What follows belongs to an exercise in optimizing a design on an open flow for small area; a production flow would make more cautious choices.
RTL that was checked went through simulation tests only; none was proved equivalent to the original.
The RTL of run 7 was laid out without a check of its function.
Power figures rest on the tool's default switching activity, not on a simulated workload.

==> flow/config.mk <==
export PLATFORM = sky130hd
export DESIGN_NAME = cfg_test_top
export DESIGN_NICKNAME = cfg_test_top
export VERILOG_FILES = /design/flow/design.v
export SDC_FILE = /design/flow/constraint.sdc
export NUM_CORES = 4
export LEC_CHECK = 0
export CAP_MARGIN = 0
export CORE_MARGIN = 2
export CORE_UTILIZATION = 70
export CTS_BUF_LIST = sky130_fd_sc_hd__clkbuf_8
export CTS_CLUSTER_DIAMETER = 100
export CTS_CLUSTER_SIZE = 16
export PLACE_DENSITY = 0.75
export SLEW_MARGIN = 0
export SYNTH_HIERARCHICAL = 1
==> flow/constraint.sdc <==
create_clock -name core_clock -period 5.0 [get_ports {clk}]
set_input_delay 1.0000 -clock core_clock [delete_from_list [all_inputs] [get_ports {clk}]]
set_output_delay 1.0000 -clock core_clock [all_outputs]
set_load 0.01 [all_outputs]
==> flow/design.v <==
module cfg_test_top(
    input             clk ,
    input             rstn ,
    input      [31:0] addr ,
    input      [31:0] wdata ,
    output reg [31:0] rdata ,
    output            rdata_vld ,
    input             wr ,
    input             rd
);
wire [5:0] a = addr[5:0];
function [31:0] inc32b(input [31:0] q, input ci);
    integer i, k;
    reg     c, bc;
    begin
        bc = ci;
        for (k = 0; k < 8; k = k + 1) begin
            c = bc;
            for (i = 4 * k; i < 4 * k + 4; i = i + 1) begin
                inc32b[i] = q[i] ^ c;
                c         = c & q[i];
            end
            bc = bc & (&q[4 * k +: 4]);
        end
    end
endfunction
reg        rd_count_mode;
reg        sample_mode;
reg [31:0] r02, r03, r04, r10, r11, r12, r13, r14;
always @(posedge clk) begin
    if (!rstn) begin
        rd_count_mode <= 1'b0;
        sample_mode   <= 1'b0;
        r02 <= 32'd0;
        r03 <= 32'd0;
        r04 <= 32'd0;
        r10 <= 32'd0;
        r11 <= 32'd0;
        r12 <= 32'd0;
        r13 <= 32'd0;
        r14 <= 32'd0;
    end else if (wr) begin
        case (a)
            6'h00: rd_count_mode <= wdata[0];
            6'h01: sample_mode   <= wdata[0];
            6'h02: r02 <= wdata;
            6'h03: r03 <= wdata;
            6'h04: r04 <= wdata;
            6'h10: r10 <= wdata;
            6'h11: r11 <= wdata;
            6'h12: r12 <= wdata;
            6'h13: r13 <= wdata;
            6'h14: r14 <= wdata;
            default: ;
        endcase
    end
end
reg        rst_d;
always @(posedge clk)
    rst_d <= ~rstn;
reg  [6:0]  ul;
reg  [11:0] uh;
reg         s_prev;
wire        uh_fb = uh[11] ^ uh[5] ^ uh[3] ^ uh[0] ^ (uh[10:0] == 11'd0);
wire        s = |uh | (ul[6:5] == 2'b11 & |ul[4:2]);
always @(posedge clk) begin
    if (!rstn) begin
        ul <= 7'd0;
        uh <= 12'd0;
    end else begin
        ul <= ul + 7'd1;
        if (&ul)
            uh <= {uh[10:0], uh_fb};
    end
    s_prev <= s;
end
wire e = s & ~s_prev;
reg  [31:0] acc;
wire        is23 = (a == 6'h23);
wire [31:0] acc_inc = inc32b(acc, sample_mode ? s : e);
always @(posedge clk) begin
    if (!rstn)
        acc <= 32'd0;
    else if (wr && is23)
        acc <= wdata;
    else if (rd && is23 && !rd_count_mode)
        acc <= 32'd0;
    else
        acc <= acc_inc;
end
reg  [5:0] ar;
reg  [31:0] x;
wire        xs_acc = a[0];
wire        xs_x   = ~a[0] & a[5] & (ar == 6'h02);
wire        xs_r02 = ~a[0] & ~xs_x;
wire [31:0] nx;
cfg_ao222n u_xm [31:0] (.s({32{xs_acc, xs_x, xs_r02}}), .d0(acc), .d1(x), .d2(r02), .y(nx));
always @(posedge clk)
    x <= inc32b(~nx, a[0] ? (sample_mode & s) : a[5]);
reg        v1, v2;
always @(posedge clk) begin
    ar <= {a[5:1], a[0] | (rst_d & a[5] & ~a[1])};
    v1 <= rd;
    v2 <= v1;
end
assign rdata_vld = v2;
wire       g0  = ar[5:3] == 3'b000;
wire       g2  = ar[5:3] == 3'b010;
wire       g4  = ar[5:3] == 3'b100;
wire [2:0] lo  = ar[2:0];
wire       s00 = g0 & lo == 3'd0;
wire       s01 = g0 & lo == 3'd1;
wire       s02 = g0 & lo == 3'd2;
wire       s03 = g0 & lo == 3'd3;
wire       s04 = g0 & lo == 3'd4;
wire       s10 = g2 & lo == 3'd0;
wire       s11 = g2 & lo == 3'd1;
wire       s12 = g2 & lo == 3'd2;
wire       s13 = g2 & lo == 3'd3;
wire       s14 = g2 & lo == 3'd4;
wire       sx  = g4 & (lo == 3'd0 | lo == 3'd3);
wire       s21 = g4 & lo == 3'd1;
wire       sdf = ~((g0 | g2) & lo <= 3'd4) & ~(g4 & lo <= 3'd3);
wire [31:0] n0, n1, n2;
cfg_ao222n u_m0 [31:0] (.s({32{s02, s03, s04}}), .d0(r02), .d1(r03), .d2(r04), .y(n0));
cfg_ao222n u_m1 [31:0] (.s({32{s10, s11, s12}}), .d0(r10), .d1(r11), .d2(r12), .y(n1));
cfg_ao222n u_m2 [31:0] (.s({32{s13, s14, sx}}),  .d0(r13), .d1(r14), .d2(x),   .y(n2));
always @(posedge clk)
    rdata <= ~(n0 & n1 & n2)
           | ({32{sdf}} & 32'hF0F0F0F0)
           | {31'd0, s00 & rd_count_mode | s01 & sample_mode | s21};
endmodule
module cfg_ao222n (
    input  [2:0] s,
    input        d0,
    input        d1,
    input        d2,
    output       y
);
assign y = ~(s[2] & d0 | s[1] & d1 | s[0] & d2);
endmodule
==> flow/flow/run.sh <==
#!/bin/bash
set -euo pipefail
work=$(pwd)
rm -rf "$work/scripts"
mkdir -p "$work/scripts"
cp -r "$FLOW_HOME/scripts/." "$work/scripts/"
cp "$work/flow/abc.script" "$work/scripts/abc_speed.script"
export SCRIPTS_DIR="$work/scripts"
export BUFFER_PORTS_ARGS="-buffer_cell sky130_fd_sc_hd__buf_1"
bash standard.sh > "$work/orfs_make.log" 2>&1
==> flow/flow/abc.script <==
&get -n
&st
&syn4
&dch
&nf -a -R 1000
&put
==> flow/standard.sh <==
#!/bin/bash
# synth_recipe.tcl (not shown) runs the flow's synth.tcl, then flattens the netlist and writes it again
# the make line also repeats each setting of config.mk as NAME=value (left out here)
make -C /OpenROAD-flow-scripts/flow DESIGN_CONFIG=/design/flow/config.mk WORK_HOME=/design/flow/orfs CLKGATE_MAP_FILE= SYNTH_SCRIPT=/design/flow/synth_recipe.tcl "${@:-finish}"
==> flow_metrics.tcl, run 1 <==
set metrics [dict create \
    grt_pass1_vias 10710 \
    vias 10936 \
    combinationalPowerShare_pct 4.5 \
    gp_congestion 0.898 \
    vias_per_cell 7.62 \
    ff2ff_path_depth 17 \
    die_h_um 142 \
    async_reset_ff_share_pct 0 \
    crit_path_frequent_cell "ha_1" \
    post-place-ws_ns 0.649 \
    grt_setup_unrepaired "no" \
    cts-root-buf "clkbuf_8" \
    synth_area_sq_um 13300 \
    vdd.ir_drop.worst_uv 286 \
    cts_hold_buffers 0 \
    antenna_found_initial 0 \
    path_max_fanout 28 \
    yosys_warnings 7 \
    critPathLaunch "ar[2]" \
    area_delta_synth_final_pct 10.4 \
    h-tree-depth 1 \
    crit_path_end "x[31]" \
    portBuffers 74 \
    slew_violations 0 \
    path_cells "or3b_1, nor4_4, and2_1, nor2_2, buf_4, a222oi_1, nor3_1, and3_1, and3_1, nand3_1, clkinv_1, nand2_1, nor3_1, ha_1, ha_1, ha_1, xnor2_1" \
    final_hold_viol_count 0 \
    design_area_sq_um 14700 \
    p_clk_share_pct 29.7 \
    min_path_type "flop to flop" \
    cp-start-kind "flop" \
    ioPinCount 101 \
    reg2reg_from "ar[2]" \
    swShare_pct 23.3 \
    drive_gt1_share_pct 6.66 \
    die_x_um 142 \
    cts_tree "built" \
    cpMaxStageDelayCell "or3b_1" \
    fin_skew_ns 0.0101 \
    synthFlopType "dfxtp_1" \
    drv_cap 0 \
    clock-sinks 383 \
    worst_pin_slew_ns 1.19 \
    grt.total_usage_pct 37.2 \
    clk_pin_slew_ns 0.10 \
    yosys.area.top_type "dfxtp_1" \
    initial_utilization_pct 71.3 \
    core_sq_um 18700 \
    dpl.hpwl_mm 22.0 \
    antenna_cells 0 \
    fin_crit_sh_pct 80.8 \
    synth_cell_types 35 \
    fin_tns_setup_ns 0 \
    worstReg2RegEnd "x[31]" \
    cts_resized 0 \
    p_leak_nw 5.79 \
    setup_viol 0 \
    netlist_top_cells_area "dfxtp_1, a22o_1, a222oi_1" \
    wl_per_cell_um 26.4 \
    fp-row-count 50 \
    remaining_drc_errors 0 \
    syn_inst 1066 \
    fin_ws_ns 0.960 \
    placed_area_sq_um 14400 \
    status "no timing/DRC/antenna violations" \
    p_switching_mw 1.09 \
    grt_max_degree 37 \
    syn_avg_cell_area_sq_um 12.5 \
    path_class "flop to flop" \
    synth_seq_cells 383 \
    yosysTopAreaCellShare_pct 57.5 \
    synth-edff-count 0 \
    dieArea_sq_um 20200 \
    cts_buffers 27 \
    clock_path_buffers 3 \
    required_ns 5.47 \
    synth.net_count 1183 \
    min_period_ns 4.04 \
    p_per_area_nw_per_um2 319 \
    max_clock_freq_mhz 248 \
    intPower_mw 3.60 \
    clkLatencyLatePin_ns 0.59 \
    final_nets 1319 \
    maxSlewHeadroom_pct 20.8 \
    drtIter0Drc 1846 \
    endpoint_kind "flop" \
    final_antenna_net_count 0 \
    power_frac_seq_pct 65.8 \
    critPathArrivalTime_ns 4.51 \
    drt_first_pass_iters 9 \
    slowest_delay_ns 0.49 \
    ys_seq_area_share_pct 57.5 \
    drt_wl_total_mm 37.9 \
    cts_setup_buffers 0 \
    r2r_slack_ns 0.96 \
    n_fill_cell 1240 \
    grt_pass1_wl_mm 59.2 \
    overflow 0 \
]
-- Yosys cell counts, types with 2 or more instances --
cell type	count
or4_1	3
nor3_1	10
nor2_1	22
or3_1	2
o21ai_0	5
nand3_1	20
clkinv_1	31
nor4b_1	2
ha_1	49
xor2_1	9
a222oi_1	128
nand4_1	19
a22o_1	299
and3_1	23
a31oi_1	2
nand2_1	11
nor4_1	6
a211oi_1	2
a21oi_1	12
xnor2_1	12
and2_0	3
dfxtp_1	383
-- worst max-delay path, delay by kind of cell, from the launching register on --
kind            cells  cell delay, ns
fa+ha+maj           3            0.58
buf+inv             2            0.35
xor+xnor            1            0.12
simple gates       10            2.04
flops               1            0.37
compound gates      1            0.46
-- registers in the layout (all words and copies together) (netlist names) --
name / cells
ul: 7
ar: 6
rd_count_mode: 1
sample_mode: 1
x: 32
r04: 32
acc: 32
rdata: 32
r12: 32
v1: 1
v2: 1
uh: 12
r10: 32
rst_d: 1
r11: 32
s_prev: 1
r02: 32
r13: 32
r03: 32
r14: 32
-- per-layer routing --
layer / track usage [%] / share of wire (%)
met1: 49.2 / 39
met2: 61.0 / 47
met3: 6.90 / 10
met4: 14.3 / 3.5
met5: 0 / 0
-- power groups by stage --
stage / registers (mW) / logic, mW / clock network (mW)
final: 3.09 / 0.211 / 1.40
after global routing: 3.09 / 0.221 / 1.52
after CTS: 3.09 / 0.205 / 1.40
after detailed placement: 3.16 / 0.204 / 0
after global placement: 3.16 / 0.200 / 0
after floorplan: 3.16 / 0.0670 / 0
-- Yosys stat by module (local to each module, per instance) --
module / flip-flops and latches / cell area [sq um]
cfg_ao222n: 0 / 10.0
cfg_test_top: 383 / 12100
-- layout make-up --
| cell class | count | area (sq um) | share of cell area, % |
|---|---|---|---|
| clock inverter | 1 | 3.75 | 0.0255 |
| sequential | 383 | 7670 | 52.0 |
| inverter | 31 | 116 | 0.790 |
| clock buffer | 27 | 372 | 2.52 |
| tap | 234 | 293 | 1.99 |
| timing repair buffer | 107 | 564 | 3.83 |
| multi-input combinational | 652 | 5720 | 38.8 |
-- logic make-up after synthesis --
kind of cell    after synthesis  synth area share [%]
compound gates              454                  30.4
xor+xnor                     21                  1.38
simple gates                128                  5.27
buf+inv                      31                 0.872
flops                       383                  57.5
fa+ha+maj                    49                  4.59
-- how the worst min path moves through the flow --
stage          start  end  slack [ns]  depth (start not counted)
3_3_place_gp      v1   v2        0.31                          0
2_1_floorplan     v1   v2        0.31                          0
5_1_grt           v1   v2        0.34                          0
3_5_place_dp      v1   v2        0.31                          0
6_report          v1   v2        0.33                          0
4_1_cts           v1   v2        0.33                          0
-- placed cells by master (no fill, tap or decap), drive strengths merged, types with 2 or more instances in the layout --
master	n
buf	106
nor4b	2
dfxtp	383
a222oi	128
a31oi	2
a22o	299
clkbuf	28
or4	3
nand3	20
nor3	10
a211oi	2
or3	2
clkinv	31
nand4	19
nor4	6
and3	23
nand2	11
xnor2	12
nor2	22
a21oi	12
xor2	9
and2	3
o21ai	5
ha	49
-- through the flow --
step | instances | util, % | total power, mW | hold WS (ns)
4_1_cts | 1435 | 78.8 | 4.69 | 0.334
3_5_place_dp | 1407 | 76.8 | 3.36 | 0.315
2_1_floorplan | 1066 | - | 3.23 | 0.310
6_report | 1435 | 78.8 | 4.70 | 0.331
3_3_place_gp | 1407 | 76.8 | 3.36 | 0.311
5_1_grt | 1435 | 78.8 | 4.83 | 0.336
==> run 2: changes to the inputs <==
--- a/flow/config.mk
+++ b/flow/config.mk
@@ -11,6 +11,5 @@
 export CTS_BUF_LIST = sky130_fd_sc_hd__clkbuf_8
 export CTS_CLUSTER_DIAMETER = 100
 export CTS_CLUSTER_SIZE = 16
-export PLACE_DENSITY = 0.75
 export SLEW_MARGIN = 0
 export SYNTH_HIERARCHICAL = 1
==> run 2 against run 1 <==
Combinational power barely moved. Global-route usage did not move. Highest routed layer unchanged. Critical path depth did not move. Synthesized cell count did not move. Still clean. Die area did not move.
==> flow_metrics.tcl, run 2 <==
set metrics [dict create \
    synth.net_count 1183 \
    syn_inst 1066 \
    vias 10936 \
    synthFlopType "dfxtp_1" \
    gp_congestion 0.898 \
    synth-edff-count 0 \
    die_x_um 142 \
    dieArea_sq_um 20200 \
    cpMaxStageDelayCell "or3b_1" \
    crit_path_end "x[31]" \
    die_h_um 142 \
    fin_ws_ns 0.960 \
    clock_path_buffers 3 \
    setup_viol 0 \
    yosysTopAreaCellShare_pct 57.5 \
    synth_cell_types 35 \
    async_reset_ff_share_pct 0 \
    critical_path.top_delay_family "simple AND/OR/NAND/NOR gates" \
    intPower_mw 3.60 \
    clk_pin_slew_ns 0.10 \
    ioPinCount 101 \
    grt_pass1_vias 10710 \
    slowest_delay_ns 0.49 \
    dpl.hpwl_mm 22.0 \
    p_leak_nw 5.79 \
    ys_seq_area_share_pct 57.5 \
    cp.depth 17 \
    placed_area_sq_um 14400 \
    path_class "flop to flop" \
    final_util_pct 78.8 \
    crit_path_frequent_cell "ha_1" \
    clock-sinks 383 \
    worst-path-buf-inv 2 \
    yosys_warnings 7 \
    grt.total_usage_pct 37.2 \
    path_cells "or3b_1, nor4_4, and2_1, nor2_2, buf_4, a222oi_1, nor3_1, and3_1, and3_1, nand3_1, clkinv_1, nand2_1, nor3_1, ha_1, ha_1, ha_1, xnor2_1" \
    cts_hold_buffers 0 \
    cts_tree "built" \
    path_max_fanout 28 \
    yosys.area.top_type "dfxtp_1" \
    initial_utilization_pct 71.3 \
    fin_skew_ns 0.0101 \
    r2r_slack_ns 0.96 \
    fin_tns_setup_ns 0 \
    final_hold_viol_count 0 \
    drt_first_pass_iters 9 \
    cp-start-kind "flop" \
    clkLatencyLatePin_ns 0.59 \
    grt_max_degree 37 \
    p_switching_mw 1.09 \
    p_clk_share_pct 29.7 \
    critPathArrivalTime_ns 4.51 \
    netlist_top_cells_area "dfxtp_1, a22o_1, a222oi_1" \
    synth_seq_cells 383 \
    critPathLaunch "ar[2]" \
    synth_commonest_cells "dfxtp_1, a22o_1, a222oi_1" \
    status "no timing/DRC/antenna violations" \
    worstReg2RegEnd "x[31]" \
    slew_violations 0 \
    h-tree-depth 1 \
    layout_commonest_cell "dfxtp_1" \
    antenna_cells 0 \
    ff2ff_path_depth 17 \
    required_ns 5.47 \
    cts_setup_buffers 0 \
    drive_gt1_share_pct 6.66 \
    wl_per_cell_um 26.4 \
    remaining_drc_errors 0 \
    drv_cap 0 \
    max_clock_freq_mhz 248 \
    drtIter0Drc 1846 \
    grt_pass1_wl_mm 59.2 \
    fin_crit_sh_pct 80.8 \
    min_period_ns 4.04 \
    cts_buffers 27 \
    vdd.ir_drop.worst_uv 286 \
    fp-row-count 50 \
    drt_wl_total_mm 37.9 \
    n_fill_cell 1240 \
    endpoint_kind "flop" \
    layout_common_cells "dfxtp_1, a22o_1, a222oi_1" \
    portBuffers 74 \
    overflow 0 \
    vias_per_cell 7.62 \
    p_per_area_nw_per_um2 319 \
    post-place-ws_ns 0.649 \
    final_nets 1319 \
    design_area_sq_um 14700 \
    power_frac_seq_pct 65.8 \
    grt_setup_unrepaired "no" \
    core_sq_um 18700 \
    synth_area_sq_um 13300 \
    area_delta_synth_final_pct 10.4 \
    antenna_found_initial 0 \
    reg2reg_from "ar[2]" \
    swShare_pct 23.3 \
    combinationalPowerShare_pct 4.5 \
    min_path_type "flop to flop" \
    cts-root-buf "clkbuf_8" \
    final_antenna_net_count 0 \
    cts_resized 0 \
    maxSlewHeadroom_pct 20.8 \
    syn_avg_cell_area_sq_um 12.5 \
    worst_pin_slew_ns 1.19 \
    yosysMostFrequentCell "dfxtp_1" \
]
[run 2: layer usage]
layer / vias to the layer above / GRT usage (%) / part of all wire, %
li1: 4787 / - / -
met1: 5356 / 49.2 / 39
met2: 686 / 61.0 / 47
met3: 107 / 6.90 / 10
met4: 0 / 14.3 / 3.5
met5: - / 0 / 0
[run 2: layout make-up]
cell class | instances | area [sq um] | share of cell area [%]
sequential | 383 | 7670 | 52.0
tap | 234 | 293 | 1.99
multi-input combinational | 652 | 5720 | 38.8
timing repair buffer | 107 | 564 | 3.83
inverter | 31 | 116 | 0.790
clock inverter | 1 | 3.75 | 0.0255
clock buffer | 27 | 372 | 2.52
[run 2: power groups by stage]
stage	logic (mW)	registers, mW	clock network, mW
floorplan	0.0670	3.16	0
global placement	0.200	3.16	0
detailed placement	0.204	3.16	0
CTS	0.205	3.09	1.40
global route	0.221	3.09	1.52
finish	0.211	3.09	1.40
[run 2: cell families (layout without fill, tap and decap cells)]
group / count (synthesis) / count (layout) / synth area share [%]
compound gates: 454 / 454 / 30.4
xor+xnor: 21 / 21 / 1.38
fa+ha+maj: 49 / 49 / 4.59
buf+inv: 31 / 166 / 0.872
flops: 383 / 383 / 57.5
simple gates: 128 / 128 / 5.27
[run 2: Yosys stat by module (local to each module, per instance)]
| module | flops+latches | area (sq um) |
|---|---|---|
| cfg_ao222n | 0 | 10.0 |
| cfg_test_top | 383 | 12100 |
[run 2: worst reg2reg max path: stages, from the launching register on]
cell and delay [ns]:
dfxtp_1 0.37, or3b_1 0.49, nor4_4 0.20, and2_1 0.36
nor2_2 0.11, buf_4 0.27, a222oi_1 0.47, nor3_1 0.12
and3_1 0.25, and3_1 0.22, nand3_1 0.11, clkinv_1 0.08
nand2_1 0.11, nor3_1 0.07, ha_1 0.20, ha_1 0.19
ha_1 0.19, xnor2_1 0.12
[run 2: metrics by stage]
| step | cells | total power [mW] | hold slack, ns |
|---|---|---|---|
| after floorplan | 1066 | 3.23 | 0.310 |
| after global placement | 1407 | 3.36 | 0.311 |
| after detailed placement | 1407 | 3.36 | 0.315 |
| after CTS | 1435 | 4.69 | 0.334 |
| after global routing | 1435 | 4.83 | 0.336 |
| final | 1435 | 4.70 | 0.331 |
[run 2: worst min path at each step]
stage | start | end | cells past startpoint
final | v1 | v2 | 0
after CTS | v1 | v2 | 0
after global placement | v1 | v2 | 0
after detailed placement | v1 | v2 | 0
after floorplan | v1 | v2 | 0
after global routing | v1 | v2 | 0
==> run 3: changes to the inputs <==
--- a/flow/design.v
+++ b/flow/design.v
@@ -55,9 +55,6 @@
         endcase
     end
 end
-reg        rst_d;
-always @(posedge clk)
-    rst_d <= ~rstn;
 reg  [6:0]  ul;
 reg  [11:0] uh;
 reg         s_prev;
@@ -99,7 +96,7 @@
     x <= inc32b(~nx, a[0] ? (sample_mode & s) : a[5]);
 reg        v1, v2;
 always @(posedge clk) begin
-    ar <= {a[5:1], a[0] | (rst_d & a[5] & ~a[1])};
+    ar <= {a[5:2], a[1] & rstn, a[0]};
     v1 <= rd;
     v2 <= v1;
 end
--- a/flow/config.mk
+++ b/flow/config.mk
@@ -11,5 +11,6 @@
 export CTS_BUF_LIST = sky130_fd_sc_hd__clkbuf_8
 export CTS_CLUSTER_DIAMETER = 100
 export CTS_CLUSTER_SIZE = 16
+export GPL_TIMING_DRIVEN = 0
 export SLEW_MARGIN = 0
 export SYNTH_HIERARCHICAL = 1
==> run 3 against run 2 <==
Wire length rose by 8.0%. Highest routed layer unchanged. Largest cell class unchanged. Still clean. First-iteration DRC count fell by 4.0%. Cell area rose by 3.4%. Clock power barely moved.
==> flow_metrics.tcl, run 3 <==
set metrics [dict create \
    fp-row-count 50 \
    path_max_fanout 34 \
    drt_wl_total_mm 40.9 \
    gp_congestion 0.875 \
    synth-edff-count 0 \
    cpMaxStageDelayCell "and2_4" \
    h-tree-depth 1 \
    grt_setup_unrepaired "no" \
    die_x_um 142 \
    worstHoldEndpoint "v2" \
    path_cells "or3b_1, nor4_4, and2_4, a222oi_1, or4_1, nor2_1, and3_1, and3_1, nand3_1, clkinv_1, nand2_1, nor3_1, ha_1, ha_1, ha_1, xnor2_1" \
    area_delta_synth_final_pct 14.1 \
    final_hold_viol_count 0 \
    syn_avg_cell_area_sq_um 12.5 \
    final_cells 1447 \
    wl_per_cell_um 28.3 \
    status "no timing/DRC/antenna violations" \
    hold_depth 0 \
    remaining_drc_errors 0 \
    required_ns 5.47 \
    drive_gt1_share_pct 8.16 \
    setup_viol 0 \
    vias 11354 \
    n_fill_cell 1136 \
    yosys_warnings 7 \
    initial_utilization_pct 71.4 \
    layout_commonest_cell "dfxtp_1" \
    final_util_pct 81.5 \
    drt_first_pass_iters 8 \
    cp-start-kind "flop" \
    overflow 0 \
    p_per_area_nw_per_um2 312 \
    min_path_type "flop to flop" \
    netlist_top_cells_area "dfxtp_1, a22o_1, a222oi_1" \
    fin_skew_ns 0.0390 \
    synth_commonest_cells "dfxtp_1, a22o_1, a222oi_1" \
    syn_inst 1070 \
    grt_pass1_wl_mm 62.5 \
    clock_path_buffers 3 \
    final_nets 1331 \
    grt_pass1_vias 11070 \
    cts_tree "built" \
    cts_hold_buffers 0 \
    final_antenna_net_count 0 \
    synth_cell_types 34 \
    clk_pin_slew_ns 0.11 \
    p_leak_nw 5.97 \
    reg2reg_from "ar[2]" \
    synthFlopType "dfxtp_1" \
    layout_common_cells "dfxtp_1, a22o_1, a222oi_1" \
    endpoint_kind "flop" \
    cts-root-buf "clkbuf_8" \
    portBuffers 74 \
    hp-start "v1" \
    r2r_slack_ns 0.25 \
    clkLatencyLatePin_ns 0.61 \
    worstReg2RegEnd "x[31]" \
    grt.total_usage_pct 39.8 \
    dieArea_sq_um 20200 \
    worst_pin_slew_ns 1.42 \
    ioPinCount 101 \
    async_reset_ff_share_pct 0 \
    dpl.hpwl_mm 25.6 \
    dp.cells 1415 \
    yosysTopAreaCellShare_pct 57.3 \
    cts_buffers 27 \
    placed_area_sq_um 14800 \
    slew_violations 0 \
    design_area_sq_um 15200 \
    synth_seq_cells 382 \
    synth.net_count 1187 \
    core_sq_um 18700 \
    critPathArrivalTime_ns 5.21 \
    yosysMostFrequentCell "dfxtp_1" \
    synth_area_sq_um 13400 \
    slowest_delay_ns 0.57 \
    drtIter0Drc 1773 \
    vdd.ir_drop.worst_uv 309 \
    crit_path_frequent_cell "ha_1" \
    vias_per_cell 7.85 \
    die_h_um 142 \
    fin_crit_sh_pct 95.0 \
    antenna_cells 0 \
    drv_cap 0 \
    max_clock_freq_mhz 211 \
    min_period_ns 4.75 \
    clock-sinks 382 \
    ys_seq_area_share_pct 57.3 \
    grt_max_degree 45 \
    antenna_found_initial 0 \
    path_class "flop to flop" \
    yosys.area.top_type "dfxtp_1" \
    ff2ff_path_depth 16 \
    maxSlewHeadroom_pct 5.40 \
]
## run 3: changes by cell type in the layout (fill, tap and decap cells not counted), sizes merged, moves of 3 or more
cell / change
a21boi: +9
a21oi: -8
and2: +4
and3: -6
buf: +8
nand2: +5
nor2: +3
## run 3: what timing repair did
item	CTS	global route
endpoints found under the setup margin	6	6
gates resized for setup	1	0
cloned	0	1
pin swaps	0	2
buffers inserted	0	3
## run 3: metal layers
metal,track usage (%),vias to the layer above,part of all wire (%)
li1,-,4820,-
met1,53.6,5483,38
met2,61.9,892,45
met3,8.31,159,12
met4,18.9,0,4.6
met5,0,-,0
## run 3: worst max-delay path by stage
stage,end,from,cells after the start
after global placement,x[31],addr[0],17
after detailed placement,x[31],addr[0],18
after CTS,x[23],ar[2],17
after global routing,x[31],ar[1],16
final,x[31],ar[2],16
after floorplan,x[23],ar[1],17
## run 3: cells by family after synthesis
kind of cell | Yosys count | synth area share, %
DFF | 382 | 57.3
and+or+nand+nor | 134 | 5.36
adders and majority gates | 49 | 4.59
xor gates and xnor gates | 20 | 1.31
AOI/OAI and AO/OA | 455 | 30.6
buffers and inverters | 30 | 0.843
## run 3: area by class of cell
class                   instances  area [sq um]  share of cell area [%]
clock buffers                  28           385                    2.53
inverters                      30           113                   0.739
multi-input cells             659          5820                    38.2
flip-flops and latches        382          7650                    50.2
well taps                     234           293                    1.92
repair buffers                114           975                    6.40
## run 3: critical path, delay by kind of cell (launching register included)
family / cells / cell delay [ns]
flip-flops: 1 / 0.39
AO/OA/AOI/OAI: 1 / 0.20
adder cells (fa/ha/maj): 3 / 0.50
buffers and inverters: 1 / 0.07
AND/OR/NAND/NOR: 10 / 3.35
XOR/XNOR: 1 / 0.07
## run 3: where the power goes
part	switching (mW)	total, mW	internal (mW)	leakage (nW)
sequential	0.0165	3.08	3.07	3.09
combinational	0.178	0.241	0.0627	2.68
clock	0.924	1.42	0.500	0.201
## run 3: through the flow
step | power, mW | TNS, ns | setup slack (ns) | hold WS (ns)
after CTS | 4.74 | 0 | 0.196 | 0.349
after global placement | 3.33 | -760.04 | -3.71 | 0.312
after global routing | 4.87 | 0 | 0.127 | 0.355
after floorplan | 3.22 | 0 | 0.0786 | 0.310
final | 4.75 | 0 | 0.252 | 0.358
after detailed placement | 3.38 | -4.11 | -0.588 | 0.327
## run 3: per-module statistics from Yosys, one instance, submodules excluded
module | area [sq um] | cells inside | times used | flip-flops and latches
cfg_test_top | 12100 | 942 | 1 | 382
cfg_ao222n | 10.0 | 1 | 128 | 0
==> run 4: changes to the inputs <==
--- a/flow/config.mk
+++ b/flow/config.mk
@@ -7,10 +7,9 @@
 export LEC_CHECK = 0
 export CAP_MARGIN = 0
 export CORE_MARGIN = 2
-export CORE_UTILIZATION = 70
+export CORE_UTILIZATION = 78
 export CTS_BUF_LIST = sky130_fd_sc_hd__clkbuf_8
 export CTS_CLUSTER_DIAMETER = 100
 export CTS_CLUSTER_SIZE = 16
-export GPL_TIMING_DRIVEN = 0
 export SLEW_MARGIN = 0
 export SYNTH_HIERARCHICAL = 1
==> run 4 against run 3 <==
Still clean on timing, DRC and antenna. Register-to-register slack gained 0.59 ns. Non-clock buffer count shrank 9. Maximum frequency grew 14%. Global-route usage grew 3.8 points. Via count grew 1.9%. Combinational power shrank 11%. Final cell count shrank 1.7%. Flip-flop and latch count is the same. Sequential power is essentially flat. Setup slack gained 0.59 ns. First-iteration DRC count grew 32%. Clock power is essentially flat. Critical path type unchanged.
==> flow_metrics.tcl, run 4 <==
set metrics [dict create \
    antenna_found_initial 0 \
    grt_pass1_wl_mm 62.2 \
    slowest_delay_ns 0.54 \
    max_clock_freq_mhz 241 \
    syn_avg_cell_area_sq_um 12.5 \
    clock_path_buffers 3 \
    drtIter0Drc 2341 \
    vias 11575 \
    synth_cell_types 34 \
    layout_common_cells "dfxtp_1, a22o_1, a222oi_1" \
    synth-edff-count 0 \
    crit_path_frequent_cell "ha_1" \
    portBuffers 74 \
    regArea_sq_um 7650 \
    dieArea_sq_um 18200 \
    die_x_um 135 \
    p_per_area_nw_per_um2 321 \
    fp-row-count 47 \
    drt_first_pass_iters 13 \
    synth.net_count 1187 \
    setup_viol 0 \
    fin_tns_setup_ns 0 \
    hold_depth 0 \
    die_h_um 135 \
    ff2ff_path_depth 17 \
    ys_seq_area_share_pct 57.3 \
    yosysTopAreaCellShare_pct 57.3 \
    clkLatencyLatePin_ns 0.60 \
    min_path_type "flop to flop" \
    p_clk_share_pct 30.0 \
    cts-root-buf "clkbuf_8" \
    final_antenna_net_count 0 \
    slew_violations 0 \
    core_sq_um 16600 \
    antenna_cells 0 \
    reg2reg_from "ar[2]" \
    cpMaxStageDelayCell "or4_1" \
    ioPinCount 101 \
    vdd.ir_drop.worst_uv 290 \
    grt_setup_unrepaired "no" \
    clk_pin_slew_ns 0.10 \
    synth_commonest_cells "dfxtp_1, a22o_1, a222oi_1" \
    cts_tree "built" \
    drv_cap 0 \
    synthFlopType "dfxtp_1" \
    grt_pass1_vias 11580 \
    area_delta_synth_final_pct 10.0 \
    wl_per_cell_um 28.3 \
    cp.depth 17 \
    critPathArrivalTime_ns 4.68 \
    crit_path_end "x[31]" \
    cts_resized 0 \
    layout_commonest_cell "dfxtp_1" \
    dpl.hpwl_mm 23.2 \
    drt_wl_total_mm 40.2 \
    final_nets 1321 \
    netlist_top_cells_area "dfxtp_1, a22o_1, a222oi_1" \
    async_reset_ff_share_pct 0 \
    fin_hold_ws_ns 0.356 \
    worstReg2RegEnd "x[31]" \
    synth_seq_cells 382 \
    gp_congestion 0.923 \
    vias_per_cell 8.13 \
    maxSlewHeadroom_pct 10.4 \
    critPathLaunch "ar[2]" \
    worst_pin_slew_ns 1.34 \
    synth_area_sq_um 13400 \
    cts_setup_buffers 0 \
    path_class "flop to flop" \
    min_period_ns 4.16 \
    remaining_drc_errors 0 \
    required_ns 5.52 \
    clock-sinks 382 \
    combinationalPowerShare_pct 4.5 \
    grt.total_usage_pct 43.7 \
    cts_hold_buffers 0 \
    p_leak_nw 5.79 \
    cts_buffers 27 \
    n_fill_cell 789 \
    final_hold_viol_count 0 \
    path_cells "or3b_1, nor4_4, and2_1, buf_4, a222oi_1, or4_1, nor2_1, and3_1, and3_1, nand3_1, clkinv_1, nand2_1, nor3_1, ha_1, ha_1, ha_1, xnor2_1" \
    power_frac_seq_pct 65.4 \
    syn_inst 1070 \
    initial_utilization_pct 80.2 \
    p_switching_mw 1.10 \
    yosys_warnings 7 \
    critical_path.top_delay_family "simple AND/OR/NAND/NOR gates" \
    grt_max_degree 44 \
    yosys.area.top_type "dfxtp_1" \
    fin_skew_ns 0.0122 \
    swShare_pct 23.4 \
    fin_crit_sh_pct 83.1 \
    overflow 0 \
    multi_input_area_sq_um 5760 \
    worst-path-buf-inv 2 \
    yosysMostFrequentCell "dfxtp_1" \
    h-tree-depth 1 \
    cp-start-kind "flop" \
    r2r_slack_ns 0.84 \
    drive_gt1_share_pct 7.07 \
    intPower_mw 3.61 \
    status "no timing/DRC/antenna violations" \
    path_max_fanout 19 \
    final_util_pct 88.3 \
    endpoint_kind "flop" \
]
==> run 4: cell counts after synthesis <==
Identical to the previous run, type by type.
==> run 4: layout make-up <==
class | instances | area share, %
timing repair buffer | 105 | 3.48
sequential | 382 | 52.0
multi-input combinational | 658 | 39.2
clock buffer | 28 | 2.62
inverter | 30 | 0.766
tap | 220 | 1.87
==> run 4: kinds of logic after synthesis <==
kind of cell / count (synthesis) / synth area share, %
adder cells (fa/ha/maj): 49 / 4.59
buffers and inverters: 30 / 0.843
flip-flops: 382 / 57.3
XOR/XNOR: 20 / 1.31
AO/OA/AOI/OAI: 455 / 30.6
AND/OR/NAND/NOR: 134 / 5.36
==> run 4: metrics by stage <==
step	instances	setup slack [ns]	power [mW]	instance area, sq um
after global placement	1395	0.710	3.35	14300
after detailed placement	1395	0.612	3.35	14300
final	1423	0.844	4.71	14700
after floorplan	1070	0.0786	3.22	13400
after CTS	1423	0.906	4.69	14700
after global routing	1423	0.707	4.81	14700
==> run 4: worst min path at each step <==
stage,startpoint,end,slack [ns]
after global routing,v1,v2,0.35
after floorplan,v1,v2,0.31
after CTS,v1,v2,0.35
final,v1,v2,0.36
after global placement,v1,v2,0.33
after detailed placement,v1,v2,0.34
==> run 4: worst reg2reg max path: cells and delay by family (launching register included) <==
kind                     cells  cell delay (ns)
adder cells (fa/ha/maj)      3             0.48
flip-flops                   1             0.37
AND/OR/NAND/NOR             10             2.63
buffers and inverters        2             0.36
AO/OA/AOI/OAI                1             0.14
XOR/XNOR                     1             0.12
==> run 4: layer usage <==
metal,track usage (%),up-vias,share of wire [%]
li1,-,4795,-
met5,0,-,0
met3,12.7,216,15
met4,21.6,0,5.0
met2,69.1,979,45
met1,55.0,5585,35
==> run 4: modules after synthesis, one instance, submodules excluded <==
module,cells inside,times used
cfg_ao222n,1,128
cfg_test_top,942,1
==> run 4: power groups by stage <==
stage	logic [mW]	clock network, mW	registers, mW
CTS	0.203	1.40	3.08
floorplan	0.0673	0	3.16
global placement	0.197	0	3.15
detailed placement	0.201	0	3.15
global route	0.221	1.51	3.09
finish	0.214	1.42	3.08
==> run 5: changes to the inputs <==
--- a/flow/config.mk
+++ b/flow/config.mk
@@ -7,7 +7,7 @@
 export LEC_CHECK = 0
 export CAP_MARGIN = 0
 export CORE_MARGIN = 2
-export CORE_UTILIZATION = 78
+export CORE_UTILIZATION = 70
 export CTS_BUF_LIST = sky130_fd_sc_hd__clkbuf_8
 export CTS_CLUSTER_DIAMETER = 100
 export CTS_CLUSTER_SIZE = 16
==> run 5 against run 4 <==
Largest power group unchanged. Register-to-register slack about the same. Sequential share of layout area about the same. Clock skew about the same. Synthesized cell count is the same. Critical path depth unchanged. Non-clock buffer count is 4 lower. Clock power barely moved. Final cell count increased by 0.77%. Total power is 0.27% lower. Wire length fell by 7.3%. Still clean.
==> flow_metrics.tcl, run 5 <==
set metrics [dict create \
    status "no timing/DRC/antenna violations" \
    final_antenna_net_count 0 \
    synth-edff-count 0 \
    design_area_sq_um 14700 \
    maxSlewHeadroom_pct 7.44 \
    multi_input_area_sq_um 5760 \
    fin_tns_setup_ns 0 \
    worst_pin_slew_ns 1.38 \
    path_max_fanout 20 \
    dpl.hpwl_mm 21.2 \
    fin_ws_ns 0.833 \
    ys_seq_area_share_pct 57.3 \
    combinationalPowerShare_pct 4.3 \
    clk_pin_slew_ns 0.10 \
    clock-sinks 382 \
    netlist_top_cells_area "dfxtp_1, a22o_1, a222oi_1" \
    drtIter0Drc 1654 \
    p_leak_nw 5.77 \
    initial_utilization_pct 71.4 \
    synth_seq_cells 382 \
    ioPinCount 101 \
    swShare_pct 23.2 \
    clock_path_buffers 3 \
    vdd.ir_drop.worst_uv 283 \
    synth.net_count 1187 \
    layout_commonest_cell "dfxtp_1" \
    clkLatencyLatePin_ns 0.59 \
    grt_max_degree 44 \
    yosysMostFrequentCell "dfxtp_1" \
    slew_violations 0 \
    cts-root-buf "clkbuf_8" \
    intPower_mw 3.61 \
    die_x_um 142 \
    drive_gt1_share_pct 6.76 \
    power_mw 4.70 \
    fin_skew_ns 0.0125 \
    dieArea_sq_um 20200 \
    fin_hold_ws_ns 0.363 \
    min_path_type "flop to flop" \
    fp-row-count 50 \
    required_ns 5.48 \
    synth_commonest_cells "dfxtp_1, a22o_1, a222oi_1" \
    gp_congestion 0.862 \
    min_period_ns 4.17 \
    async_reset_ff_share_pct 0 \
    grt_pass1_vias 10662 \
    path_class "flop to flop" \
    portBuffers 74 \
    p_per_area_nw_per_um2 320 \
    h-tree-depth 1 \
    regArea_sq_um 7650 \
    drt_wl_total_mm 37.3 \
    vias 10881 \
    setup_viol 0 \
    yosys_warnings 7 \
    cts_resized 0 \
    area_delta_synth_final_pct 9.96 \
    layout_common_cells "dfxtp_1, a22o_1, a222oi_1" \
    p_switching_mw 1.09 \
    fin_crit_sh_pct 83.3 \
    final_cells 1434 \
    max_clock_freq_mhz 240 \
    syn_inst 1070 \
    n_fill_cell 1282 \
    drv_cap 0 \
    syn_avg_cell_area_sq_um 12.5 \
    synth_xor_area_share_pct 1.31 \
    synthSimpleGateAreaFrac_pct 5.36 \
    endpoint_kind "flop" \
    final_hold_viol_count 0 \
    yosysTopAreaCellShare_pct 57.3 \
    dp.cells 1405 \
    synth_top_family_by_area "compound AO/OA/AOI/OAI gates" \
    grt.total_usage_pct 36.3 \
    drt_first_pass_iters 9 \
    critPathArrivalTime_ns 4.65 \
    power_frac_seq_pct 65.6 \
    cts_tree "built" \
    cp-start-kind "flop" \
    post-place-ws_ns 0.514 \
    synthFlopType "dfxtp_1" \
    final_nets 1317 \
    synth_cell_types 34 \
    synth_area_sq_um 13400 \
    vias_per_cell 7.59 \
    synth.area.mux_share_pct 0 \
    p_clk_share_pct 30.1 \
    final_util_pct 78.5 \
    placed_area_sq_um 14300 \
    cts_hold_buffers 0 \
    yosys.area.top_type "dfxtp_1" \
    grt_setup_unrepaired "no" \
    remaining_drc_errors 0 \
    synthAdderAreaFrac_pct 4.59 \
    overflow 0 \
    wl_per_cell_um 26.0 \
    antenna_found_initial 0 \
    cts_setup_buffers 0 \
    die_h_um 142 \
    synth_compound_area_share_pct 30.6 \
    cts_buffers 27 \
    core_sq_um 18700 \
    grt_pass1_wl_mm 58.0 \
]
[run 5: worst max-delay path: stages, from the launching register on]
cell	delay (ns)
dfxtp_1	0.39
or3b_1	0.43
nor4_4	0.17
and2_1	0.22
buf_4	0.29
a222oi_1	0.14
or4_1	0.55
nor2_1	0.20
and3_1	0.27
and3_1	0.25
nand3_1	0.10
clkinv_1	0.06
nand2_1	0.12
nor3_1	0.30
ha_1	0.21
ha_1	0.14
ha_1	0.16
xnor2_1	0.07
[run 5: kinds of logic (layout without fill, tap and decap cells)]
logic type,after synthesis,after routing
compound gates,455,455
flops,382,382
simple gates,134,134
fa+ha+maj,49,49
buf+inv,30,159
xor+xnor,20,20
other cells,0,1
[run 5: power groups by stage]
stage	logic (mW)	registers, mW	clock network, mW
6_report	0.204	3.08	1.41
5_1_grt	0.215	3.09	1.53
4_1_cts	0.198	3.08	1.41
3_5_place_dp	0.198	3.15	0
3_3_place_gp	0.195	3.15	0
2_1_floorplan	0.0673	3.16	0
[run 5: area by class of cell]
cell class | instances | area share [%]
diodes | 1 | 0.0170
well taps | 234 | 1.99
multi-input cells | 658 | 39.2
clock buffers | 28 | 2.62
repair buffers | 101 | 3.28
flip-flops and latches | 382 | 52.1
inverters | 30 | 0.767
[run 5: modules after synthesis (local to each module, per instance)]
module | copies in the design | cell area [sq um] | flops+latches
cfg_ao222n | 128 | 10.0 | 0
cfg_test_top | 1 | 12100 | 382
[run 5: per-layer routing]
metal	up-vias	part of all wire [%]	track usage, %
met4	0	3.4	14.6
met2	720	45	56.5
met5	-	0	0
met1	5266	40	50.9
li1	4800	-	-
met3	95	11	5.85
[run 5: worst paths after layout]
path              start  depth (start not counted)    end  slack (ns)
setup reg to reg  ar[1]                         17  x[31]        0.83
hold reg to reg      v1                          0     v2        0.36
hold / removal       v1                          0     v2        0.36
setup / recovery  ar[1]                         17  x[31]        0.83
==> run 6: changes to the inputs <==
--- a/flow/config.mk
+++ b/flow/config.mk
@@ -10,6 +10,6 @@
 export CORE_UTILIZATION = 70
 export CTS_BUF_LIST = sky130_fd_sc_hd__clkbuf_8
 export CTS_CLUSTER_DIAMETER = 100
-export CTS_CLUSTER_SIZE = 16
+export CTS_CLUSTER_SIZE = 18
 export SLEW_MARGIN = 0
 export SYNTH_HIERARCHICAL = 1
==> run 6 against run 5 <==
Clock skew grew 0.0077 ns. Sequential power about the same. Non-clock buffer count stayed put. Critical path depth did not move. Clock power hardly changed. Cell area is 0.17% lower. Worst hold slack improved by 0.0036 ns. Die area unchanged.
==> flow_metrics.tcl, run 6 <==
set metrics [dict create \
    h-tree-depth 1 \
    synthSimpleGateAreaFrac_pct 5.36 \
    syn_inst 1070 \
    cp-start-kind "flop" \
    n_fill_cell 1269 \
    layout_commonest_cell "dfxtp_1" \
    grt_pass1_wl_mm 57.7 \
    drt_first_pass_iters 8 \
    drtIter0Drc 1754 \
    p_leak_nw 5.75 \
    synthAdderAreaFrac_pct 4.59 \
    die_h_um 142 \
    syn_avg_cell_area_sq_um 12.5 \
    design_area_sq_um 14700 \
    power_frac_seq_pct 66.1 \
    area_delta_synth_final_pct 9.77 \
    fin_skew_ns 0.0202 \
    die_x_um 142 \
    p_per_area_nw_per_um2 318 \
    setup_viol 0 \
    cts_buffers 25 \
    cts-root-buf "clkbuf_8" \
    dpl.hpwl_mm 21.2 \
    cpMaxStageDelayCell "or4_1" \
    swShare_pct 23.4 \
    grt_pass1_vias 10570 \
    min_path_type "flop to flop" \
    netlist_top_cells_area "dfxtp_1, a22o_1, a222oi_1" \
    fin_tns_setup_ns 0 \
    synthFlopType "dfxtp_1" \
    initial_utilization_pct 71.4 \
    synth.net_count 1187 \
    fin_ws_ns 0.859 \
    dieArea_sq_um 20200 \
    fin_crit_sh_pct 82.8 \
    endpoint_kind "flop" \
    wl_per_cell_um 25.9 \
    worstHoldEndpoint "v2" \
    vias_per_cell 7.62 \
    cts_setup_buffers 0 \
    reg2reg_from "ar[1]" \
    synth_top_family_by_area "compound AO/OA/AOI/OAI gates" \
    post-place-ws_ns 0.514 \
    overflow 0 \
    clkLatencyLatePin_ns 0.58 \
    critPathArrivalTime_ns 4.61 \
    min_period_ns 4.14 \
    grt_setup_unrepaired "no" \
    p_switching_mw 1.09 \
    worst_pin_slew_ns 1.36 \
    async_reset_ff_share_pct 0 \
    slew_violations 0 \
    cts_resized 0 \
    hp-start "v1" \
    synth_xor_area_share_pct 1.31 \
    crit_path_frequent_cell "ha_1" \
    vias 10915 \
    worstReg2RegEnd "x[31]" \
    path_class "flop to flop" \
    core_sq_um 18700 \
    fp-row-count 50 \
    synth.area.mux_share_pct 0 \
    remaining_drc_errors 0 \
    clock-sinks 382 \
    ioPinCount 101 \
    path_cells "or3b_1, nor4_4, and2_1, buf_4, a222oi_1, or4_1, nor2_1, and3_1, and3_1, nand3_1, clkinv_1, nand2_1, nor3_1, ha_1, ha_1, ha_1, xnor2_1" \
    hold_depth 0 \
    drive_gt1_share_pct 6.60 \
    max_clock_freq_mhz 241 \
    portBuffers 74 \
    vdd.ir_drop.worst_uv 262 \
    status "no timing/DRC/antenna violations" \
    synth_area_sq_um 13400 \
    final_hold_viol_count 0 \
    synth_seq_cells 382 \
    synth_cell_types 34 \
    yosysMostFrequentCell "dfxtp_1" \
    clock_path_buffers 3 \
    synth-edff-count 0 \
    drv_cap 0 \
    synth_compound_area_share_pct 30.6 \
    ff2ff_path_depth 17 \
    required_ns 5.47 \
    final_nets 1315 \
    gp_congestion 0.862 \
    drt_wl_total_mm 37.1 \
    power_mw 4.66 \
    intPower_mw 3.57 \
    slowest_delay_ns 0.55 \
    antenna_found_initial 0 \
    cts_tree "built" \
    path_max_fanout 20 \
    cts_hold_buffers 0 \
    combinationalPowerShare_pct 4.4 \
    ys_seq_area_share_pct 57.3 \
    r2r_slack_ns 0.86 \
    maxSlewHeadroom_pct 9.01 \
    grt_max_degree 44 \
    grt.total_usage_pct 36.1 \
    placed_area_sq_um 14300 \
    final_antenna_net_count 0 \
    yosys_warnings 7 \
    yosys.area.top_type "dfxtp_1" \
    layout_common_cells "dfxtp_1, a22o_1, a222oi_1" \
    clk_pin_slew_ns 0.11 \
    yosysTopAreaCellShare_pct 57.3 \
    synth_commonest_cells "dfxtp_1, a22o_1, a222oi_1" \
    p_clk_share_pct 29.5 \
]
run 6: worst max-delay path, delay by kind of cell, from the launching register on:
| kind | cells | cell delay (ns) |
|---|---|---|
| AOI/OAI and AO/OA | 1 | 0.15 |
| xor gates and xnor gates | 1 | 0.07 |
| adders and majority gates | 3 | 0.51 |
| buffers and inverters | 2 | 0.35 |
| DFF | 1 | 0.39 |
| and+or+nand+nor | 10 | 2.57 |
run 6: worst max path at each step:
| stage | cells past startpoint | slack [ns] | to | start |
|---|---|---|---|---|
| floorplan | 17 | 0.08 | x[23] | ar[1] |
| global placement | 18 | 0.67 | x[31] | addr[5] |
| detailed placement | 17 | 0.51 | x[31] | addr[5] |
| CTS | 17 | 0.91 | x[31] | ar[1] |
| global route | 17 | 0.68 | x[31] | ar[1] |
| finish | 17 | 0.86 | x[31] | ar[1] |
run 6: power by group through the flow:
| stage | combinational [mW] | clock, mW | sequential [mW] |
|---|---|---|---|
| 2_1_floorplan | 0.0673 | 0 | 3.16 |
| 3_3_place_gp | 0.195 | 0 | 3.15 |
| 3_5_place_dp | 0.198 | 0 | 3.15 |
| 4_1_cts | 0.199 | 1.37 | 3.08 |
| 5_1_grt | 0.215 | 1.49 | 3.09 |
| 6_report | 0.205 | 1.38 | 3.08 |
run 6: Yosys stat by module, one instance, submodules excluded:
module        cells  flip-flops and latches  area, sq um  copies in the design
cfg_ao222n        1                       0         10.0                   128
cfg_test_top    942                     382        12100                     1
run 6: logic make-up (layout without fill, tap and decap cells):
family,Yosys count,in the layout
other cells,0,1
flops,382,382
compound gates,455,455
buf+inv,30,157
xor+xnor,20,20
fa+ha+maj,49,49
simple gates,134,134
run 6: final cells by class:
class,instances,area [sq um],share of cell area (%)
Antenna cell,1,2.50,0.0171
Inverter,30,113,0.768
Tap cell,234,293,2.00
Clock inverter,1,16.3,0.111
Multi-Input combinational cell,658,5760,39.3
Clock buffer,25,344,2.35
Timing Repair Buffer,101,482,3.29
Sequential cell,382,7650,52.2
run 6: metrics by stage:
stage          std cells  hold slack (ns)  util (%)
2_1_floorplan       1070            0.310         -
3_3_place_gp        1405            0.348      76.4
3_5_place_dp        1405            0.349      76.4
4_1_cts             1431            0.370      78.4
5_1_grt             1431            0.365      78.4
6_report            1432            0.366      78.4
run 6: per-layer routing:
| layer | vias to the layer above | routed length [um] | global-route usage [%] |
|---|---|---|---|
| li1 | 4779 | - | - |
| met1 | 5377 | 15400 | 51.0 |
| met2 | 670 | 16800 | 56.5 |
| met3 | 89 | 3760 | 5.11 |
| met4 | 0 | 1210 | 14.0 |
| met5 | - | 0 | 0 |
==> run 7: changes to the inputs <==
--- a/flow/design.v
+++ b/flow/design.v
@@ -27,34 +27,32 @@
 reg        rd_count_mode;
 reg        sample_mode;
 reg [31:0] r02, r03, r04, r10, r11, r12, r13, r14;
+wire [9:0] ld = {10{wr}} & {a == 6'h14, a == 6'h13, a == 6'h12, a == 6'h11,
+                            a == 6'h10, a == 6'h04, a == 6'h03, a == 6'h02,
+                            a == 6'h01, a == 6'h00};
+wire [9:0] wl, hl, wh, hh;
+cfg_wh u_ctl_lo [9:0] (.ld(ld), .rstn(rstn), .w(wl), .h(hl));
+cfg_wh u_ctl_hi [9:0] (.ld(ld), .rstn(rstn), .w(wh), .h(hh));
+function [31:0] upd(input [31:0] q, input wlo, input hlo, input whi, input hhi,
+                    input [31:0] d);
+    upd = {{16{whi}} & d[31:16] | {16{hhi}} & q[31:16],
+           {16{wlo}} & d[15:0]  | {16{hlo}} & q[15:0]};
+endfunction
 always @(posedge clk) begin
-    if (!rstn) begin
-        rd_count_mode <= 1'b0;
-        sample_mode   <= 1'b0;
-        r02 <= 32'd0;
-        r03 <= 32'd0;
-        r04 <= 32'd0;
-        r10 <= 32'd0;
-        r11 <= 32'd0;
-        r12 <= 32'd0;
-        r13 <= 32'd0;
-        r14 <= 32'd0;
-    end else if (wr) begin
-        case (a)
-            6'h00: rd_count_mode <= wdata[0];
-            6'h01: sample_mode   <= wdata[0];
-            6'h02: r02 <= wdata;
-            6'h03: r03 <= wdata;
-            6'h04: r04 <= wdata;
-            6'h10: r10 <= wdata;
-            6'h11: r11 <= wdata;
-            6'h12: r12 <= wdata;
-            6'h13: r13 <= wdata;
-            6'h14: r14 <= wdata;
-            default: ;
-        endcase
-    end
+    rd_count_mode <= wl[0] & wdata[0] | hl[0] & rd_count_mode;
+    sample_mode   <= wl[1] & wdata[0] | hl[1] & sample_mode;
+    r02 <= upd(r02, wl[2], hl[2], wh[2], hh[2], wdata);
+    r03 <= upd(r03, wl[3], hl[3], wh[3], hh[3], wdata);
+    r04 <= upd(r04, wl[4], hl[4], wh[4], hh[4], wdata);
+    r10 <= upd(r10, wl[5], hl[5], wh[5], hh[5], wdata);
+    r11 <= upd(r11, wl[6], hl[6], wh[6], hh[6], wdata);
+    r12 <= upd(r12, wl[7], hl[7], wh[7], hh[7], wdata);
+    r13 <= upd(r13, wl[8], hl[8], wh[8], hh[8], wdata);
+    r14 <= upd(r14, wl[9], hl[9], wh[9], hh[9], wdata);
 end
+reg        rst_d;
+always @(posedge clk)
+    rst_d <= ~rstn;
 reg  [6:0]  ul;
 reg  [11:0] uh;
 reg         s_prev;
@@ -96,7 +94,7 @@
     x <= inc32b(~nx, a[0] ? (sample_mode & s) : a[5]);
 reg        v1, v2;
 always @(posedge clk) begin
-    ar <= {a[5:2], a[1] & rstn, a[0]};
+    ar <= {a[5:1], a[0] | (rst_d & a[5] & ~a[1])};
     v1 <= rd;
     v2 <= v1;
 end
@@ -136,3 +134,12 @@
 );
 assign y = ~(s[2] & d0 | s[1] & d1 | s[0] & d2);
 endmodule
+module cfg_wh (
+    input  ld,
+    input  rstn,
+    output w,
+    output h
+);
+assign w = ld & rstn;
+assign h = ~ld & rstn;
+endmodule
--- a/flow/config.mk
+++ b/flow/config.mk
@@ -10,6 +10,6 @@
 export CORE_UTILIZATION = 70
 export CTS_BUF_LIST = sky130_fd_sc_hd__clkbuf_8
 export CTS_CLUSTER_DIAMETER = 100
-export CTS_CLUSTER_SIZE = 18
+export CTS_CLUSTER_SIZE = 16
 export SLEW_MARGIN = 0
 export SYNTH_HIERARCHICAL = 1
==> run 7 against run 6 <==
Still clean on timing, DRC and antenna. First-iteration DRC count grew 1.4%. Register-to-register slack better by 0.13 ns. Die area rose by 1.1%. Clock power barely moved. Critical path depth increased by 1. Cell area increased by 0.58%. Via count increased by 0.60%. Count of clock-buffer cells in the layout grew 2. Clock skew down 0.0050 ns. Non-clock buffer count stayed put.
==> flow_metrics.tcl, run 7 <==
set metrics [dict create \
    die_x_um 143 \
    synth-edff-count 0 \
    dp.cells 1457 \
    grt_pass1_vias 10505 \
    final_cells 1485 \
    gp_congestion 0.881 \
    top_usage_layer "met2" \
    initial_utilization_pct 71.7 \
    drt_wl_total_mm 37.9 \
    slowest_delay_ns 0.47 \
    cts-root-buf "clkbuf_8" \
    endpoint_kind "flop" \
    drt_first_pass_iters 10 \
    syn_avg_cell_area_sq_um 12.3 \
    clkLatencyLatePin_ns 0.60 \
    design_area_sq_um 14700 \
    p_per_area_nw_per_um2 319 \
    grt_setup_unrepaired "no" \
    synth_area_sq_um 13500 \
    remaining_drc_errors 0 \
    die_h_um 143 \
    ioPinCount 101 \
    gr-usage-met3_pct 8.99 \
    synth_cell_types 31 \
    fp-row-count 50 \
    area_delta_synth_final_pct 9.19 \
    fin_tns_setup_ns 0 \
    synth_commonest_cells "dfxtp_1, a22o_1, a222oi_1" \
    slew_violations 0 \
    path_cells "or3_1, nor2_2, and2_1, buf_4, nor2_2, buf_4, a222oi_1, nor3_1, and3_1, and3_1, nand3_1, clkinv_1, nand2_1, clkinv_1, ha_1, ha_1, ha_1, xnor2_1" \
    layout_common_cells "dfxtp_1, a22o_1, a222oi_1" \
    vdd.ir_drop.worst_uv 248 \
    required_ns 5.48 \
    ys_seq_area_share_pct 56.8 \
    min_path_type "flop to flop" \
    cts_setup_buffers 0 \
    overflow 0 \
    worst_pin_slew_ns 1.46 \
    setup_viol 0 \
    path_max_fanout 28 \
    netlist_top_cells_area "dfxtp_1, a22o_1, a222oi_1" \
    yosysTopAreaCellShare_pct 56.8 \
    dpl.hpwl_mm 22.6 \
    antenna_cells 0 \
    synth_seq_cells 383 \
    final_hold_viol_count 0 \
    drv_cap 0 \
    clk_pin_slew_ns 0.10 \
    n_fill_cell 1275 \
    cts_buffers 27 \
    cts_tree "built" \
    cpMaxStageDelayCell "a222oi_1" \
    grt_max_degree 40 \
    layout_commonest_cell "dfxtp_1" \
    yosysMostFrequentCell "dfxtp_1" \
    cts_resized 0 \
    syn_inst 1096 \
    core_sq_um 18800 \
    h-tree-depth 1 \
    vias 10981 \
    fin_skew_ns 0.0153 \
    use_met2_pct 54.5 \
    status "no timing/DRC/antenna violations" \
    grt_pass1_wl_mm 58.2 \
    wl_per_cell_um 25.5 \
    synthFlopType "dfxtp_1" \
    max_clock_freq_mhz 249 \
    synth.net_count 1213 \
    hold_depth 0 \
    final_util_pct 78.3 \
    yosys_warnings 7 \
    crit_path_frequent_cell "ha_1" \
    async_reset_ff_share_pct 0 \
    drtIter0Drc 1778 \
    p_leak_nw 5.76 \
    grt.total_usage_pct 36.7 \
    fin_hold_ws_ns 0.345 \
    final_nets 1343 \
    min_period_ns 4.01 \
    clock_path_buffers 3 \
    vias_per_cell 7.39 \
    placed_area_sq_um 14400 \
    use_met1_pct 52.6 \
    cp-start-kind "flop" \
    dieArea_sq_um 20400 \
    cts_hold_buffers 0 \
    clock-sinks 383 \
    drive_gt1_share_pct 6.04 \
    antenna_found_initial 0 \
    fin_crit_sh_pct 80.2 \
    critPathArrivalTime_ns 4.49 \
    ff2ff_path_depth 18 \
    maxSlewHeadroom_pct 2.93 \
    path_class "flop to flop" \
    final_antenna_net_count 0 \
    portBuffers 74 \
    yosys.area.top_type "dfxtp_1" \
]
[run 7: cell type report]
class	instances	area, sq um	share of cell area [%]
tap	260	325	2.21
multi-input combinational	682	5780	39.2
inverter	31	116	0.789
clock inverter	1	3.75	0.0255
timing repair buffer	101	482	3.27
sequential	383	7670	52.0
clock buffer	27	372	2.52
[run 7: final timing paths]
kind	from	to	slack (ns)
setup reg to reg	ar[4]	x[23]	0.99
setup / recovery	ar[4]	x[23]	0.99
hold / removal	v1	v2	0.34
hold reg to reg	v1	v2	0.34
[run 7: kinds of logic (layout without fill, tap and decap cells)]
| kind of cell | Yosys count | count (layout) | share of synthesized area [%] |
|---|---|---|---|
| compound gates | 444 | 444 | 29.7 |
| xor+xnor | 23 | 23 | 1.49 |
| fa+ha+maj | 49 | 49 | 4.54 |
| buf+inv | 31 | 160 | 0.862 |
| flops | 383 | 383 | 56.8 |
| simple gates | 166 | 166 | 6.60 |
[run 7: stage by stage]
| stage | worst slack [ns] | power, mW |
|---|---|---|
| final | 0.989 | 4.70 |
| after global routing | 0.826 | 4.83 |
| after CTS | 1.07 | 4.70 |
| after detailed placement | 0.537 | 3.37 |
| after global placement | 0.693 | 3.36 |
| after floorplan | 0.120 | 3.24 |
[run 7: layer usage]
metal / wire (um) / up-vias
met4: 1090 / 0
met2: 16400 / 721
met1: 15700 / 5323
met3: 4770 / 95
li1: - / 4842
met5: 0 / -
[run 7: critical path, delay by kind of cell, from the launching register on]
kind / cells / cell delay (ns)
buf+inv: 4 / 0.72
compound gates: 1 / 0.47
xor+xnor: 1 / 0.12
fa+ha+maj: 3 / 0.58
flops: 1 / 0.36
simple gates: 9 / 1.66
[run 7: modules after synthesis (local to each module, per instance)]
module | cells inside | copies in the design | flops+latches | cell area, sq um
cfg_ao222n | 1 | 128 | 0 | 10.0
cfg_test_top | 932 | 1 | 383 | 12000
cfg_wh | 2 | 18 | 0 | 12.5
[run 7: power breakdown]
part / switching (mW) / internal (mW) / leakage (nW)
Combinational: 0.163 / 0.0503 / 2.47
Sequential: 0.0147 / 3.08 / 3.09
Clock: 0.910 / 0.485 / 0.199

==> re-timing with driven ports <==
The flow's constraints put no driver on any port. The routed layouts listed below were extracted and timed again, unchanged, in two steps. Step 1 sets driving cells, clkbuf_16 on the clock port and buf_2 on the other inputs (assumed; they add their load-dependent delay and slew). Step 2 times the ports against the registers' clock, not the clock port: input delays grow and output delays shrink by t, the midpoint of the rising clock arrivals with the driver on. a / b / c = ideal / step 1 / step 2; a / b = the first two.
run	shift t [ns]	setup WS [ns]	slew at the worst register clock pin (ns)	worst data-port slew with drivers (ns)
run 1	0.625	0.960 / 0.960 / 0.615	0.10 / 0.10	0.06
run 2	0.625	0.960 / 0.960 / 0.615	0.10 / 0.10	0.06
run 3	0.637	0.252 / 0.252 / -0.250	0.11 / 0.11	0.07
run 4	0.631	0.844 / 0.844 / 0.428	0.10 / 0.10	0.07
run 5	0.626	0.833 / 0.833 / 0.407	0.10 / 0.10	0.08
run 6	0.608	0.859 / 0.859 / 0.448	0.11 / 0.11	0.07
run 7	0.635	0.989 / 0.989 / 0.441	0.10 / 0.10	0.05
With both steps, setup timing fails in run 3, where it was met with ideal ports. For run 7, which loses most, drivers alone change the setup slack by 0.000 ns; drivers and shift together by -0.548 ns.
